This design comes from an exercise in tuning for small area on the open sky130 flow, not from production work. RTL that was checked went through simulation tests only; none was proved equivalent to the original. The RTL of runs 1 and 2 was laid out without a check of its function. In every run shown here, the design's own scripts or RTL, not TritonCTS, make the clock network. The clock port is modelled as an ideal driver, which makes a skipped or thinned clock tree look cheaper than it is; a real chip needs a root buffer or a tree. Power is estimated from default activity; no workload was simulated.

==> design/flow/flow/downsize.tcl <==
# Before global placement: give every logic cell the smallest drive strength
# of its kind (synthesis upsizes some for a timing target this design meets
# with a wide margin); the placement step's repair_design sizes cells up
# again where slew or capacitance needs it.
set db [ord::get_db]
set nswap 0
foreach inst [[ord::get_db_block] getInsts] {
  set m [$inst getMaster]
  set name [$m getName]
  if { ![regexp {^(sky130_fd_sc_hd__[a-z0-9]+)_([0-9]+)$} $name -> base drive] } { continue }
  if { [regexp {__(df|edf|sdf|dl|tap|fill|decap|conb|clk)} $base] } { continue }
  set best $name
  set best_area [expr { [$m getWidth] * [$m getHeight] }]
  foreach d {0 1 2} {
    set cand [$db findMaster ${base}_$d]
    if { $cand eq "NULL" || $cand eq "" } { continue }
    set a [expr { [$cand getWidth] * [$cand getHeight] }]
    if { $a < $best_area } { set best ${base}_$d; set best_area $a }
  }
  if { $best ne $name } {
    replace_cell [$inst getName] $best
    incr nswap
  }
}
puts "downsize: $nswap cells given a smaller drive strength"
==> design/flow/flow/cts_pre.tcl <==
# Clock tree: the registers are split into NCLUSTERS groups by position
# (k-means); a clock buffer at the centre of each group drives it, and the
# clock port drives the buffers.
set nclusters 3
set block [ord::get_db_block]
set clk_net [$block findNet clock]
set master [[ord::get_db] findMaster sky130_fd_sc_hd__clkbuf_8]
set sinks {}
foreach iterm [$clk_net getITerms] {
  set inst [$iterm getInst]
  set box [$inst getBBox]
  set x [expr { ([$box xMin] + [$box xMax]) / 2.0 }]
  set y [expr { ([$box yMin] + [$box yMax]) / 2.0 }]
  lappend sinks [list $iterm $x $y]
}
set n [llength $sinks]
# k-means, seeded with sinks spread along the sorted order of x + y
set sorted [lsort -real -index 1 [lmap s $sinks { list $s [expr { [lindex $s 1] + [lindex $s 2] }] }]]
set centres {}
for { set c 0 } { $c < $nclusters } { incr c } {
  set s [lindex [lindex $sorted [expr { int(($c + 0.5) * $n / $nclusters) }]] 0]
  lappend centres [list [lindex $s 1] [lindex $s 2]]
}
for { set iter 0 } { $iter < 50 } { incr iter } {
  set assign {}
  foreach s $sinks {
    set best 0
    set bestd 1e30
    for { set c 0 } { $c < $nclusters } { incr c } {
      lassign [lindex $centres $c] cx cy
      set d [expr { abs([lindex $s 1] - $cx) + abs([lindex $s 2] - $cy) }]
      if { $d < $bestd } { set bestd $d; set best $c }
    }
    lappend assign $best
  }
  set new {}
  for { set c 0 } { $c < $nclusters } { incr c } {
    set sx 0.0; set sy 0.0; set k 0
    foreach s $sinks a $assign {
      if { $a == $c } { set sx [expr { $sx + [lindex $s 1] }]; set sy [expr { $sy + [lindex $s 2] }]; incr k }
    }
    if { $k > 0 } { lappend new [list [expr { $sx / $k }] [expr { $sy / $k }]] } else { lappend new [lindex $centres $c] }
  }
  set centres $new
}
for { set c 0 } { $c < $nclusters } { incr c } {
  set buf [odb::dbInst_create $block $master clkbuf_leaf_$c]
  set net [odb::dbNet_create $block clknet_leaf_$c]
  $net setSigType CLOCK
  set k 0
  foreach s $sinks a $assign {
    if { $a == $c } {
      set iterm [lindex $s 0]
      $iterm disconnect
      $iterm connect $net
      incr k
    }
  }
  [$buf findITerm A] connect $clk_net
  [$buf findITerm X] connect $net
  lassign [lindex $centres $c] cx cy
  $buf setLocation [expr { round($cx) }] [expr { round($cy) }]
  $buf setPlacementStatus PLACED
  puts "cts_pre: clkbuf_leaf_$c drives $k registers from ([expr { round($cx) }], [expr { round($cy) }])"
}
proc clock_tree_synthesis { args } {
  puts "cts_pre: clock_tree_synthesis skipped"
}
==> design/flow/flow/run.sh <==
#!/bin/bash
# Standard layout (the standard.sh on ORFS), with three changes:
#  - before global placement every logic cell gets the smallest drive
#    strength of its kind (flow/downsize.tcl); repair_design in the
#    placement step sizes up again where needed;
#  - the port buffers are the smallest buffer (sky130_fd_sc_hd__buf_1);
#  - the clock tree is a few sky130_fd_sc_hd__clkbuf_8, each at the centre
#    of a cluster of registers it drives, all driven by the clock port
#    (flow/cts_pre.tcl builds it before the CTS step and turns
#    clock_tree_synthesis into a no-op); the rest of the CTS step (timing
#    repair, legalisation) runs as usual.
# The tools' output goes to standard.log; ORFS keeps its per-step logs
# under orfs/logs.
set -uo pipefail
export BUFFER_PORTS_ARGS="-buffer_cell sky130_fd_sc_hd__buf_1"
export PRE_GLOBAL_PLACE_TCL="$PWD/flow/downsize.tcl"
export PRE_CTS_TCL="$PWD/flow/cts_pre.tcl"
bash standard.sh > standard.log 2>&1
==> design/flow/standard.sh <==
#!/bin/bash
# synth_recipe.tcl (not shown) runs the flow's synth.tcl, then flattens the netlist and writes it again
# the make line also repeats each setting of config.mk as NAME=value (left out here)
make -C /OpenROAD-flow-scripts/flow DESIGN_CONFIG=/design/flow/config.mk WORK_HOME=/design/flow/orfs CLKGATE_MAP_FILE= SYNTH_SCRIPT=/design/flow/synth_recipe.tcl "${@:-finish}"
==> design/flow/config.mk <==
export PLATFORM = sky130hd
export DESIGN_NAME = digital_lock
export DESIGN_NICKNAME = digital_lock
export VERILOG_FILES = /design/flow/design.v
export SDC_FILE = /design/flow/constraint.sdc
export NUM_CORES = 4
export LEC_CHECK = 0
export CAP_MARGIN = 20
export CORE_MARGIN = 2
export CORE_UTILIZATION = 40
export SLEW_MARGIN = 20
==> design/flow/constraint.sdc <==
create_clock -name core_clock -period 10.0 [get_ports {clock}]
set_input_delay 2.0000 -clock core_clock [delete_from_list [all_inputs] [get_ports {clock}]]
set_output_delay 2.0000 -clock core_clock [all_outputs]
set_load 0.01 [all_outputs]
==> design/flow/design.v <==
module digital_lock #(
	parameter	width = 4,
	parameter	tick_cycles = 250
)(
	input				clock,
	input				reset,
	input		[3:0]	key,
	output	reg	[6:0]	HEX0,
	output	reg	[6:0]	HEX1,
	output	reg	[6:0]	HEX2,
	output	reg	[6:0]	HEX3,
	output	reg	[6:0]	HEX4,
	output	reg	[6:0]	HEX5,
	output	reg			LOCK_STATE,
	output	reg			UNLOCK_STATE,
	output	reg			ORIGIN_STATE,
	output	reg			SECOND_STATE,
	output	reg			THIRD_STATE
);
localparam	UNLOCKED	= 3'b000;
localparam	UNLOCKED_ERR	= 3'b001;
localparam	LOCKED	= 3'b101;
localparam	LOCKING	= 3'b011;
localparam	ORIGIN	= 3'b100;
localparam	UNLOCKING	= 3'b111;
localparam	SECOND	= 3'b010;
localparam	THIRD	= 3'b110;
localparam	C0 = 3'b000;
localparam	C1 = 3'b001;
localparam	C2 = 3'b100;
localparam	C3 = 3'b101;
localparam	C4 = 3'b110;
localparam	C5 = 3'b011;
localparam	C6 = 3'b010;
localparam	C7 = 3'b111;
localparam	D0 = 2'b00;
localparam	D1 = 2'b01;
localparam	D2 = 2'b11;
localparam	D3 = 2'b10;
reg	[2:0]	state;
reg	[3:0]	key_last;
reg	[7:0]	counter;
reg	[2:0]	t_h;
reg	[2:0]	cnt_o, cnt_b;	 
reg	[7:0]	pw_o, pw_b;		 
reg			t_e;
reg	[3:0]	shown;			 
wire	[3:0]	press = key_last & ~key;
wire			any_press = |press;
wire	[1:0]	digit = press[0] ? D0 : press[1] ? D1 : press[2] ? D2 : D3;
wire			tick = counter[7] & counter[6] & counter[5] & counter[4] & counter[3] & counter[1] & counter[0];
wire			in_o = (state[2] & ~state[1] & ~state[0]);
wire			in_b = (state[1] & ~state[0]);
wire			in_entry = (state[2] & ~state[0]) | (state[1] & ~state[0]);
wire			sel_b = (state[1]);
wire			in_s = (~state[2] & state[1] & ~state[0]);
wire	[2:0]	cnt = sel_b ? cnt_b : cnt_o;
wire			confirm = (cnt == C4) & press[1];
wire			timeout = (~t_h[2] & ~t_h[1] & ~t_h[0]);
wire			enter = ~confirm & ~timeout & any_press;	 
wire			show = ~timeout & ~any_press;				 
reg		[2:0]	cnt_next;
always @(*)
	case (cnt)
		C0:	cnt_next = C1;
		C1:	cnt_next = C2;
		C2:	cnt_next = C3;
		C3:	cnt_next = C4;
		C4:	cnt_next = C5;
		C5:	cnt_next = C6;
		default:	cnt_next = C7;
	endcase
wire	[3:0]	wpos = {cnt == C3, cnt == C2, cnt == C1, cnt == C0};
wire	[3:0]	spos = {cnt == C4, cnt == C3, cnt == C2, cnt == C1};
wire	[7:0]	pw_shown = ORIGIN_STATE ? pw_o : pw_b;
wire			match = (pw_shown == pw_o);
integer k;
always @(posedge clock) begin
	key_last	<= key;
	if (!reset) begin
		cnt_o	<= C0;
		cnt_b	<= C0;
	end
	else if (confirm) begin
		if (in_o) cnt_o <= C0;
		if (in_b) cnt_b <= C0;
	end
	else if (enter) begin
		if (in_o) cnt_o <= cnt_next;
		if (in_b) cnt_b <= cnt_next;
	end
	for (k = 0; k < 4; k = k + 1)
		if (enter & wpos[k]) begin
			if (in_o) pw_o[2*k +: 2] <= digit;
			if (in_b) pw_b[2*k +: 2] <= digit;
		end
	if (!in_entry | confirm)
		t_h		<= 3'b001;
	else if (tick)
		t_h		<= {t_h[1:0], ~(t_h[2] ^ t_h[1])};
	if (!reset | tick)
		counter	<= 8'd231;
	else
		counter	<= {counter[6:0], ~(counter[7] ^ (counter[4] & counter[3]))};
	if (!in_entry | confirm | (show & (cnt == C7)))
		shown	<= 4'b0000;
	else if (show)
		shown	<= shown | spos;
	LOCK_STATE		<= !reset | (state[2] & ~state[1] & state[0]);
	UNLOCK_STATE	<= !reset | (~state[2] & ~state[1]);
	ORIGIN_STATE	<= !reset | (state[2] & ~state[1] & ~state[0]);
	SECOND_STATE	<= !reset | (~state[2] & state[1]);
	THIRD_STATE		<= !reset | (state[2] & state[1]);
	if (!reset) begin
		state	<= UNLOCKED;
		t_e		<= 1'b0;
	end
	else case (state)
		UNLOCKED, UNLOCKED_ERR: if (press[0])
			state	<= ORIGIN;
		LOCKED: if (press[3])
			state	<= THIRD;
		ORIGIN: if (confirm)
			state	<= SECOND;
		else if (timeout)
			state	<= UNLOCKED;
		SECOND: if (confirm)
			state	<= LOCKING;
		else if (timeout)
			state	<= UNLOCKED;
		THIRD: if (confirm)
			state	<= UNLOCKING;
		else if (timeout)
			state	<= LOCKED;
		LOCKING:
			state	<= match ? LOCKED : UNLOCKED_ERR;
		UNLOCKING: if (match)
			state	<= UNLOCKED;
		else begin
			state	<= LOCKED;
			t_e		<= 1'b1;
		end
	endcase
end
wire		m_u = UNLOCK_STATE & ((~state[2] & ~state[0]));	 
wire		m_lck = LOCK_STATE & ((~state[1]));	 
wire		m_e = (UNLOCK_STATE & ((state[0]))) | (m_lck & t_e);	 
wire		m_l = m_lck & ~t_e;								 
function [6:0] lit;
	input [1:0] x;
	case (x)
		D0: lit = ~7'b1111001;
		D1: lit = ~7'b0100100;
		D2: lit = ~7'b0110000;
		D3: lit = ~7'b0011001;
	endcase
endfunction
wire	[6:0]	l5 = {7{shown[0]}} & lit(pw_shown[1:0]);
wire	[6:0]	l4 = {7{shown[1]}} & lit(pw_shown[3:2]);
wire	[6:0]	l3 = {7{shown[2]}} & lit(pw_shown[5:4]);
wire	[6:0]	l2 = {7{shown[3]}} & lit(pw_shown[7:6]);
wire			m_any = m_e | m_u | m_l;
always @(*) begin
	HEX5 = ~(l5 | {m_e, m_any, m_any, m_any, m_u, m_u, m_e});
	HEX4 = ~(l4 | {m_any, 1'b0, m_any, m_l, m_u | m_l, 1'b0, 1'b0});
	HEX3 = ~(l3 | {m_e | m_l, m_u, m_any, m_u | m_l, 1'b0, 1'b0, 1'b0});
	HEX2 = ~(l2 | {m_any, m_l, m_any, m_any, m_e | m_u, m_l, 1'b0});
	HEX1 = ~{m_e | m_u, 1'b0, m_e | m_u, m_u, 3'b000};
	HEX0 = ~{m_u, m_u, m_u, m_u, 1'b0, m_u, 1'b0};
end
endmodule
==> results of run 1 <==
-- registers in the layout, indices dropped and copies added, names as in the netlist, 3 cells and up --
name and flops:
state 3, cnt_b 3, counter 8, pw_b 8, cnt_o 3, key_last 4
pw_o 8, shown 4, t_h 3
-- per-layer routing --
metal	vias to the layer above	global-route usage	routed length, µm
met4	0	0.0375	125
li1	1033	-	-
met3	9	0.0108	300
met2	56	0.238	2310
met5	-	0	0
met1	951	0.181	2320
-- area by class of cell --
type                            instances  area (µm²)
Inverter                               15        56.3
Fill cell                             635        3570
Tap cell                               77        96.3
Timing Repair Buffer                   46         173
Buffer                                  3        41.3
Sequential cell                        50        1160
Multi-Input combinational cell        203        1210
-- cell usage in the layout, fill, tap and decap left out, types with 4 or more instances in the layout --
cell type | synthesis | routed
xnor2_1 | 10 | 10
o21ai_0 | 14 | 16
nand2b_1 | 11 | 11
conb_1 | 1 | 6
inv_1 | 15 | 15
dfxtp_1 | 34 | 34
nor3_1 | 7 | 7
buf_1 | 0 | 46
mux2i_1 | 15 | 15
nand2_1 | 22 | 22
nor2_1 | 33 | 33
or2_2 | 4 | 4
a21oi_1 | 16 | 16
nand3_1 | 9 | 9
nor2b_1 | 9 | 9
edfxtp_1 | 16 | 16
nor4_1 | 4 | 4
-- power groups by stage --
stage,sequential (mW),combinational [mW],clock [mW]
2_1_floorplan,0.223,0.0366,0
3_3_place_gp,0.225,0.0401,0
3_5_place_dp,0.225,0.0402,0
4_1_cts,0.225,0.0403,0.0575
5_1_grt,0.222,0.0449,0.0847
6_report,0.221,0.0401,0.0747
-- through the flow --
step | utilization | cell area [µm²] | hold WS (ns)
after floorplan | - | 2630 | 0.411
after global placement | 0.427 | 2700 | 0.418
after detailed placement | 0.427 | 2700 | 0.426
after CTS | 0.434 | 2740 | 0.429
after global routing | 0.434 | 2740 | 0.427
final | 0.434 | 2740 | 0.420
-- kinds of logic (layout without fill, tap and decap cells) --
| group | Yosys count | count (layout) |
|---|---|---|
| simple gates | 117 | 117 |
| compound gates | 53 | 53 |
| flops | 50 | 50 |
| buf+inv | 37 | 64 |
| mux | 16 | 16 |
| xor+xnor | 10 | 10 |
| fa+ha+maj | 1 | 1 |
| other cells | 1 | 6 |
-- worst max-delay path by stage --
stage                             from        to  cells past startpoint
after global placement          key[1]  cnt_b[2]                      6
after CTS                       key[1]  cnt_b[2]                      6
after detailed placement        key[1]  cnt_b[2]                      6
after floorplan           ORIGIN_STATE   HEX4[6]                      5
after global routing      ORIGIN_STATE   HEX5[6]                      5
final                     ORIGIN_STATE   HEX5[6]                      5
-- worst max-delay path: stages (launching register included) --
cell	delay (ns)
dfxtp_1	0.92
mux2i_1	0.27
nor2_1	0.09
a221oi_1	0.29
o21a_1	0.18
buf_1	0.15
==> results.cfg, run 1 <==
[yosys]
synthSimpleGateAreaFrac = 0.230
synth_cell_type_count = 48
synthMostInstantiatedCell = dfxtp_1
synthCells = 285
async_reset_ff_frac = 0
synth-seq-cells = 50
netlist.top_cell.by_area = dfxtp_1
synthMuxAreaShare = 0.0633
synth_fa_ha_area_frac = 0.00480
synth_xor_area_frac = 0.0336
synth_top_cells_by_count = dfxtp_1, nor2_1, nand2_1
synth_top_family_by_area = simple AND/OR/NAND/NOR gates
synth_edf_count = 16
synth_compound_area_frac = 0.136
yosys_warnings = 1
synth.area.top_cells = dfxtp_1, edfxtp_1, mux2i_1
synth_top_area_frac = 0.261
ys_seq_area_frac = 0.445
synth_ff_type = dfxtp_1
syn_area_per_cell_um2 = 9.15
netlist_area_um2 = 2610

[cells_and_area]
area_growth_pct = 5.04
nNetsFinal = 326
layout-drive-gt1-share = 0.0252
stdcell_count = 394
antenna_cells = 0

[power_and_ir_drop]
p_sw_frac = 0.233
power_frac_seq = 0.658
total_power_mw = 0.336
power.switching_mw = 0.0782
pwr-share-comb = 0.119
p_per_area_nw_per_um2 = 122
irDropWorstVdd_v = 0.0000569
p_leak_nw = 0.968
p_clk_frac = 0.223
p_int_mw = 0.257

[route]
wl_per_cell_um = 12.8
route.detailed.drc = 0
drt_iter0_drc = 108
ant_nets = 0
viasPerCell = 5.20
routed_wl_um = 5050
first_pass_iters = 4
vias = 2049

[global_route]
grt_antenna_before_repair = 0
grt_first_pass_wirelength_um = 8430
grt_pass1_vias = 1840
grt.total_usage = 0.136
grt_max_degree = 27
overflow = 0

[place]
gp_congestion = 0.807
dp_cells = 391
dp_hpwl_um = 3950
post-place-ws_ns = 6.01
io_buffers = 46

[hold_path]
hp-start = counter[4]
min_path_type = flop to flop
whs_path_depth = 1
hold_end = counter[5]

[clocking]
cts_setup_buffers = 0
clk_latency_ns = 0.16
hold_buffers = 0
cts_resized = 0
clk_pin_slew_ns = 0.11

[floorplanning]
core_area_um2 = 6310
dieWidth_um = 84.7
die_h_um = 84.7
num_rows = 29
pin_count = 53
start_util = 0.413
dieArea_um2 = 7180

[timing]
layout_setup_ws_ns = 5.94
setup_viol = 0
fin_crit_ns = 4.06
tns_ns = 0
rsz0062_at_grt = false
maxSlewViolCount = 0
final_hold_viol_count = 0
max-slew-margin-rel = 0.343
finalCritPeriodShare = 0.406
tightest_slew_ns = 0.985
fmax_mhz = 246
finClkSkew_ns = 0.0217

[worst_setup_path]
r2r_start = state[1]
crit_type = flop to output pin
r2r_cells = 5
required_ns = 8.00
regToRegSetupSlack_ns = 7.21
crit_arrival_ns = 2.06
r2r-end = cnt_b[2]
startpoint_type = flop
end_kind = output pin
critPathMaxFanout = 25

[status]
run_status = timing/DRC/antenna clean

[job]
drv_cap = 0
==> inputs of run 2 (changes only) <==
--- a/design/flow/design.v
+++ b/design/flow/design.v
@@ -49,5 +49,5 @@
 wire			any_press = |press;
 wire	[1:0]	digit = press[0] ? D0 : press[1] ? D1 : press[2] ? D2 : D3;
-wire			tick = counter[7] & counter[6] & counter[5] & counter[4] & counter[3] & counter[1] & counter[0];
+wire			tick = counter[7] & ~counter[6] & counter[5] & counter[4] & counter[2] & ~counter[1] & counter[0];
 wire			in_o = (state[2] & ~state[1] & ~state[0]);
 wire			in_b = (state[1] & ~state[0]);
@@ -57,5 +57,5 @@
 wire	[2:0]	cnt = sel_b ? cnt_b : cnt_o;
 wire			confirm = (cnt == C4) & press[1];
-wire			timeout = (~t_h[2] & ~t_h[1] & ~t_h[0]);
+wire			timeout = (t_h[2] & ~t_h[1] & t_h[0]);
 wire			enter = ~confirm & ~timeout & any_press;	 
 wire			show = ~timeout & ~any_press;				 
@@ -96,11 +96,11 @@
 		end
 	if (!in_entry | confirm)
-		t_h		<= 3'b001;
+		t_h		<= 3'b111;
 	else if (tick)
-		t_h		<= {t_h[1:0], ~(t_h[2] ^ t_h[1])};
+		t_h		<= {t_h[1:0], ~(t_h[2] | t_h[0])};
 	if (!reset | tick)
-		counter	<= 8'd231;
+		counter	<= 8'd123;
 	else
-		counter	<= {counter[6:0], ~(counter[7] ^ (counter[4] & counter[3]))};
+		counter	<= {counter[6:0], counter[7] ^ (~(counter[4] & counter[0]))};
 	if (!in_entry | confirm | (show & (cnt == C7)))
 		shown	<= 4'b0000;
==> results.cfg, run 2 <==
[status]
run_status = timing/DRC/antenna clean

[power_and_ir_drop]
p_sw_frac = 0.239
power_frac_seq = 0.651
p_leak_nw = 0.986
power.switching_mw = 0.0810
p_int_mw = 0.258
irDropWorstVdd_v = 0.0000914
p_clk_frac = 0.218
pwr-share-comb = 0.131
total_power_mw = 0.339
p_per_area_nw_per_um2 = 121

[yosys]
netlist.top_cell.by_area = dfxtp_1
syn_area_per_cell_um2 = 9.18
async_reset_ff_frac = 0
ys_seq_area_frac = 0.439
yosys_warnings = 1
synth_cell_type_count = 54
synth_top_area_frac = 0.258
synth_ff_type = dfxtp_1
netlist_area_um2 = 2640
synthMostInstantiatedCell = dfxtp_1
synthCells = 288
synth-seq-cells = 50
synth_top_cells_by_count = dfxtp_1, nand2_1, nor2_1
synth_edf_count = 16
synth.area.top_cells = dfxtp_1, edfxtp_1, mux2i_1

[floorplanning]
die_h_um = 85.3
dieWidth_um = 85.3
num_rows = 29
dieArea_um2 = 7270
start_util = 0.414
pin_count = 53
core_area_um2 = 6390

[cells_and_area]
layout-drive-gt1-share = 0.0252
nNetsFinal = 325
final_util = 0.439
mostFrequentLayoutCell = buf_1
layout_common_cells = buf_1, dfxtp_1, nand2_1, nor2_1, a21oi_1
fillers = 659
top_regs = counter (8), pw_b (8), pw_o (8)
antenna_cells = 0
area_growth_pct = 6.06

[clocking]
clk_pin_slew_ns = 0.13
cts_setup_buffers = 0
cts_resized = 0
clk_latency_ns = 0.18
hold_buffers = 0

[global_route]
grt.total_usage = 0.153
grt_antenna_before_repair = 0
grt_max_degree = 26
grt_pass1_vias = 1923
grt_first_pass_wirelength_um = 9390
overflow = 0

[worst_setup_path]
crit_slowest_cell = dfxtp_1
crit_arrival_ns = 2.11
cp_cell_sequence = mux2i_1 -> nor2b_1 -> a221oi_1 -> a21boi_0 -> buf_1
critPathMaxFanout = 25
crit_type = flop to output pin
max_stage_delay_ns = 0.90
critPathBufInv = 1
startpoint = ORIGIN_STATE
required_ns = 8.00
crit_family = flip-flops
end_kind = output pin
r2r_start = state[1]
startpoint_type = flop

[place]
gp_congestion = 0.860
dp_hpwl_um = 4480
io_buffers = 46

[hold_path]
hp-start = counter[3]
min_path_type = flop to flop

[route]
routed_wl_um = 5880
drt_iter0_drc = 93
viasPerCell = 5.46
route.detailed.drc = 0
ant_nets = 0
wl_per_cell_um = 14.9
vias = 2152
first_pass_iters = 4

[timing]
tns_ns = 0
max-slew-margin-rel = 0.409
setup_viol = 0
final_hold_viol_count = 0
tightest_slew_ns = 0.887
fmax_mhz = 243
finalCritPeriodShare = 0.411
fin_crit_ns = 4.11
finClkSkew_ns = 0.0518
rsz0062_at_grt = false
maxSlewViolCount = 0

[job]
drv_cap = 0
==> run 2: cell count changes in the layout (fill, tap and decap cells not counted), sizes merged, moves of 4 or more <==
cell / before / now
xor2: 0 / 8
a31oi: 2 / 6
nand3: 9 / 4
o21ai: 17 / 11
nor3: 7 / 11
xnor2: 10 / 2
nor2: 33 / 22
==> run 2: kinds of logic (layout without fill, tap and decap cells) <==
logic type,count (synthesis),in the layout,synth area share
xor+xnor,10,10,0.0331
simple gates,105,105,0.205
other cells,1,6,0.00142
buf+inv,38,62,0.0753
compound gates,66,66,0.173
mux,18,18,0.0724
flops,50,50,0.439
==> run 2: metrics by stage <==
step | setup slack [ns] | area (µm²) | hold WS (ns) | std cells
final | 5.89 | 2800 | 0.433 | 394
after detailed placement | 6.14 | 2760 | 0.401 | 391
after floorplan | 6.37 | 2660 | 0.391 | 293
after global routing | 5.73 | 2800 | 0.448 | 394
after global placement | 6.22 | 2760 | 0.396 | 391
after CTS | 6.14 | 2800 | 0.403 | 394
==> run 2: power by group through the flow <==
stage          clock network, mW  logic (mW)  registers [mW]
4_1_cts                   0.0574      0.0445           0.226
2_1_floorplan                  0      0.0381           0.223
5_1_grt                   0.0838      0.0494           0.222
3_5_place_dp                   0      0.0442           0.225
3_3_place_gp                   0      0.0442           0.225
6_report                  0.0739      0.0444           0.221
==> run 2: final timing paths <==
check | end | slack [ns] | cells after the start
hold reg to reg | counter[4] | 0.43 | 1
setup / recovery | HEX5[6] | 5.89 | 5
setup reg to reg | pw_o[0] | 7.49 | 3
hold / removal | counter[4] | 0.43 | 1
==> run 2: per-layer routing <==
metal | global-route usage | vias to the layer above | wire length, µm
met2 | 0.233 | 79 | 2480
li1 | - | 1075 | -
met4 | 0.0404 | 0 | 106
met3 | 0.0175 | 9 | 407
met5 | 0 | - | 0
met1 | 0.232 | 989 | 2880
==> run 2: final cells by class <==
class                   instances  area [µm²]  share of cell area
repair buffers                 46         173              0.0616
inverters                      13        48.8              0.0174
well taps                      77        96.3              0.0344
plain buffers                   3        41.3              0.0147
multi-input cells             205        1280               0.458
flip-flops and latches         50        1160               0.414
==> inputs of run 3 (changes only) <==
--- a/design/flow/design.v
+++ b/design/flow/design.v
@@ -49,13 +49,12 @@
 wire			any_press = |press;
 wire	[1:0]	digit = press[0] ? D0 : press[1] ? D1 : press[2] ? D2 : D3;
-wire			tick = counter[7] & ~counter[6] & counter[5] & counter[4] & counter[2] & ~counter[1] & counter[0];
+wire			tick = counter[7] & counter[6] & counter[5] & counter[4] & counter[3] & ~counter[1] & ~counter[0];
 wire			in_o = (state[2] & ~state[1] & ~state[0]);
 wire			in_b = (state[1] & ~state[0]);
 wire			in_entry = (state[2] & ~state[0]) | (state[1] & ~state[0]);
 wire			sel_b = (state[1]);
-wire			in_s = (~state[2] & state[1] & ~state[0]);
 wire	[2:0]	cnt = sel_b ? cnt_b : cnt_o;
 wire			confirm = (cnt == C4) & press[1];
-wire			timeout = (t_h[2] & ~t_h[1] & t_h[0]);
+wire			timeout = ~t_h[2] & ~t_h[0];
 wire			enter = ~confirm & ~timeout & any_press;	 
 wire			show = ~timeout & ~any_press;				 
@@ -96,11 +95,11 @@
 		end
 	if (!in_entry | confirm)
-		t_h		<= 3'b111;
+		t_h		<= 3'b100;
 	else if (tick)
-		t_h		<= {t_h[1:0], ~(t_h[2] | t_h[0])};
+		t_h		<= {t_h[1:0], ~(t_h[2] & t_h[0])};
 	if (!reset | tick)
-		counter	<= 8'd123;
+		counter	<= 8'd0;
 	else
-		counter	<= {counter[6:0], counter[7] ^ (~(counter[4] & counter[0]))};
+		counter	<= {counter[6:0], counter[7] ^ ~(counter[4] & counter[0])};
 	if (!in_entry | confirm | (show & (cnt == C7)))
 		shown	<= 4'b0000;
==> results.cfg, run 3 <==
[place]
io_buffers = 46
gp_congestion = 0.804
post-place-ws_ns = 6.26
dp_hpwl_um = 4080

[route]
viasPerCell = 5.17
first_pass_iters = 4
vias = 1940
wl_per_cell_um = 14.1
route.detailed.drc = 0
routed_wl_um = 5280
ant_nets = 0
drt_iter0_drc = 152

[yosys]
synthCells = 266
netlist.top_cell.by_area = dfxtp_1
netlist_area_um2 = 2470
synth.area.top_cells = dfxtp_1, edfxtp_1, mux2i_1
async_reset_ff_frac = 0
synth_compound_area_frac = 0.132
synth_xor_area_frac = 0.0354
syn_area_per_cell_um2 = 9.30
synth_cell_type_count = 47
synth-seq-cells = 50
synth_top_area_frac = 0.275
yosys_warnings = 1
synth_top_cells_by_count = dfxtp_1, nor2_1, nand2_1
synth_edf_count = 16
synthSimpleGateAreaFrac = 0.212
synth_fa_ha_area_frac = 0
synth_ff_type = dfxtp_1
synthMuxAreaShare = 0.0824
ys_seq_area_frac = 0.469
synth_top_family_by_area = simple AND/OR/NAND/NOR gates

[power_and_ir_drop]
p_clk_frac = 0.228
p_per_area_nw_per_um2 = 126
irDropWorstVdd_v = 0.0000961
power.switching_mw = 0.0782
pwr-share-comb = 0.117
p_sw_frac = 0.235
power_frac_seq = 0.654
p_int_mw = 0.255
p_leak_nw = 0.977

[floorplanning]
num_rows = 28
dieWidth_um = 82.7
pin_count = 53
dieArea_um2 = 6830
start_util = 0.416
core_area_um2 = 5960
die_h_um = 82.7

[timing]
fin_crit_ns = 3.92
max-slew-margin-rel = 0.464
rsz0062_at_grt = false
finalCritPeriodShare = 0.392
maxSlewViolCount = 0
final_hold_viol_count = 0
layout_setup_ws_ns = 6.08
tns_ns = 0
tightest_slew_ns = 0.804
finClkSkew_ns = 0.0125
setup_viol = 0
fmax_mhz = 255

[cells_and_area]
layout_common_cells = buf_1, dfxtp_1, nor2_1, nand2_1
antenna_cells = 0
layout-drive-gt1-share = 0.0200
nNetsFinal = 308
mostFrequentLayoutCell = buf_1
fillers = 600
top_regs = counter (8), pw_b (8), pw_o (8)
area_growth_pct = 6.47

[global_route]
overflow = 0
grt_pass1_vias = 1688
grt.total_usage = 0.154
grt_max_degree = 22
grt_first_pass_wirelength_um = 8290
grt_antenna_before_repair = 0

[clocking]
cts_resized = 0
hold_buffers = 0
cts_setup_buffers = 0
clk_pin_slew_ns = 0.10
clk_latency_ns = 0.16

[worst_setup_path]
end_kind = output pin
crit_arrival_ns = 1.92
startpoint_type = flop
required_ns = 8.00
crit_type = flop to output pin
critPathMaxFanout = 19

[status]
run_status = timing/DRC/antenna clean

[hold_path]
min_path_type = flop to flop

[job]
drv_cap = 0
[run 3: changes by cell type after synthesis, sizes merged, moves of 4 or more]
cell | before | now
nand2 | 23 | 19
a31oi | 6 | 2
and3 | 1 | 6
nor2 | 22 | 34
nand3 | 4 | 8
or4 | 4 | 0
nand2b | 14 | 7
[run 3: cells by family (layout without fill, tap and decap cells)]
logic type | count (synthesis) | count (layout)
XOR/XNOR | 10 | 10
multiplexers | 19 | 19
flip-flops | 50 | 50
buffers and inverters | 30 | 59
other | 1 | 6
AO/OA/AOI/OAI | 48 | 48
AND/OR/NAND/NOR | 108 | 108
[run 3: path summary, 6_finish.rpt]
path,from,end,slack [ns],cells past startpoint
setup / recovery,state[1],HEX2[6],6.08,4
hold / removal,counter[2],counter[3],0.47,1
setup reg to reg,state[1],cnt_o[2],7.51,5
hold reg to reg,counter[2],counter[3],0.47,1
[run 3: per-layer routing]
metal,GRT usage,share of wire,wire (µm),vias up
met5,0,0,0,-
met4,0.0148,0.012,61,0
met3,0.0130,0.063,330,4
met2,0.276,0.46,2400,72
met1,0.208,0.47,2480,876
li1,-,-,-,988
[run 3: layout make-up]
cell class / count / area [µm²] / area share
Tap cell: 75 / 93.8 / 0.0356
Timing Repair Buffer: 46 / 173 / 0.0655
Sequential cell: 50 / 1160 / 0.441
Buffer: 3 / 41.3 / 0.0157
Inverter: 10 / 37.5 / 0.0142
Multi-Input combinational cell: 191 / 1130 / 0.428
[run 3: stage by stage]
stage	std cells	power, mW	hold slack [ns]	area (µm²)	util
4_1_cts	375	0.319	0.458	2640	0.442
2_1_floorplan	271	0.254	0.431	2490	-
5_1_grt	375	0.349	0.494	2640	0.442
6_report	375	0.333	0.475	2640	0.442
3_3_place_gp	372	0.262	0.439	2590	0.436
3_5_place_dp	372	0.262	0.451	2590	0.436
[run 3: power by group through the flow]
stage / combinational [mW] / sequential, mW / clock, mW
after CTS: 0.0393 / 0.223 / 0.0575
after detailed placement: 0.0391 / 0.223 / 0
after global routing: 0.0450 / 0.219 / 0.0853
final: 0.0391 / 0.218 / 0.0760
after floorplan: 0.0333 / 0.221 / 0
after global placement: 0.0393 / 0.222 / 0
[run 3: critical path: stages (launching register included)]
cell	delay, ns
dfxtp_1	0.75
nor2b_1	0.20
or2_2	0.41
a211oi_1	0.23
buf_1	0.17

## separate check: timing with driven ports
In the flow no input, the clock included, has a driving cell. The finished layouts below were timed again as built, in two steps. Step 1 sets driving cells, clkbuf_16 on the clock port and buf_2 on the other inputs (assumed; they add their load-dependent delay and slew). Step 2 also shifts input and output timing later by t, the mid clock arrival at the registers, as if the neighbouring blocks saw the same clock. a / b / c = no drivers / after step 1 / after step 2; a / b = the first two.
| run | shift t [ns] | setup slack, ns | hold slack, ns | worst setup path after step 2 |
|---|---|---|---|---|
| run 1 | 0.201 | 5.941 / 5.891 / 6.011 | 0.420 / 0.420 / 0.420 | input to register |
| run 2 | 0.201 | 5.889 / 5.840 / 6.041 | 0.433 / 0.433 / 0.433 | register to output |
| run 3 | 0.205 | 6.078 / 6.026 / 6.230 | 0.475 / 0.475 / 0.475 | register to output |
After both steps every run listed still meets setup and hold.
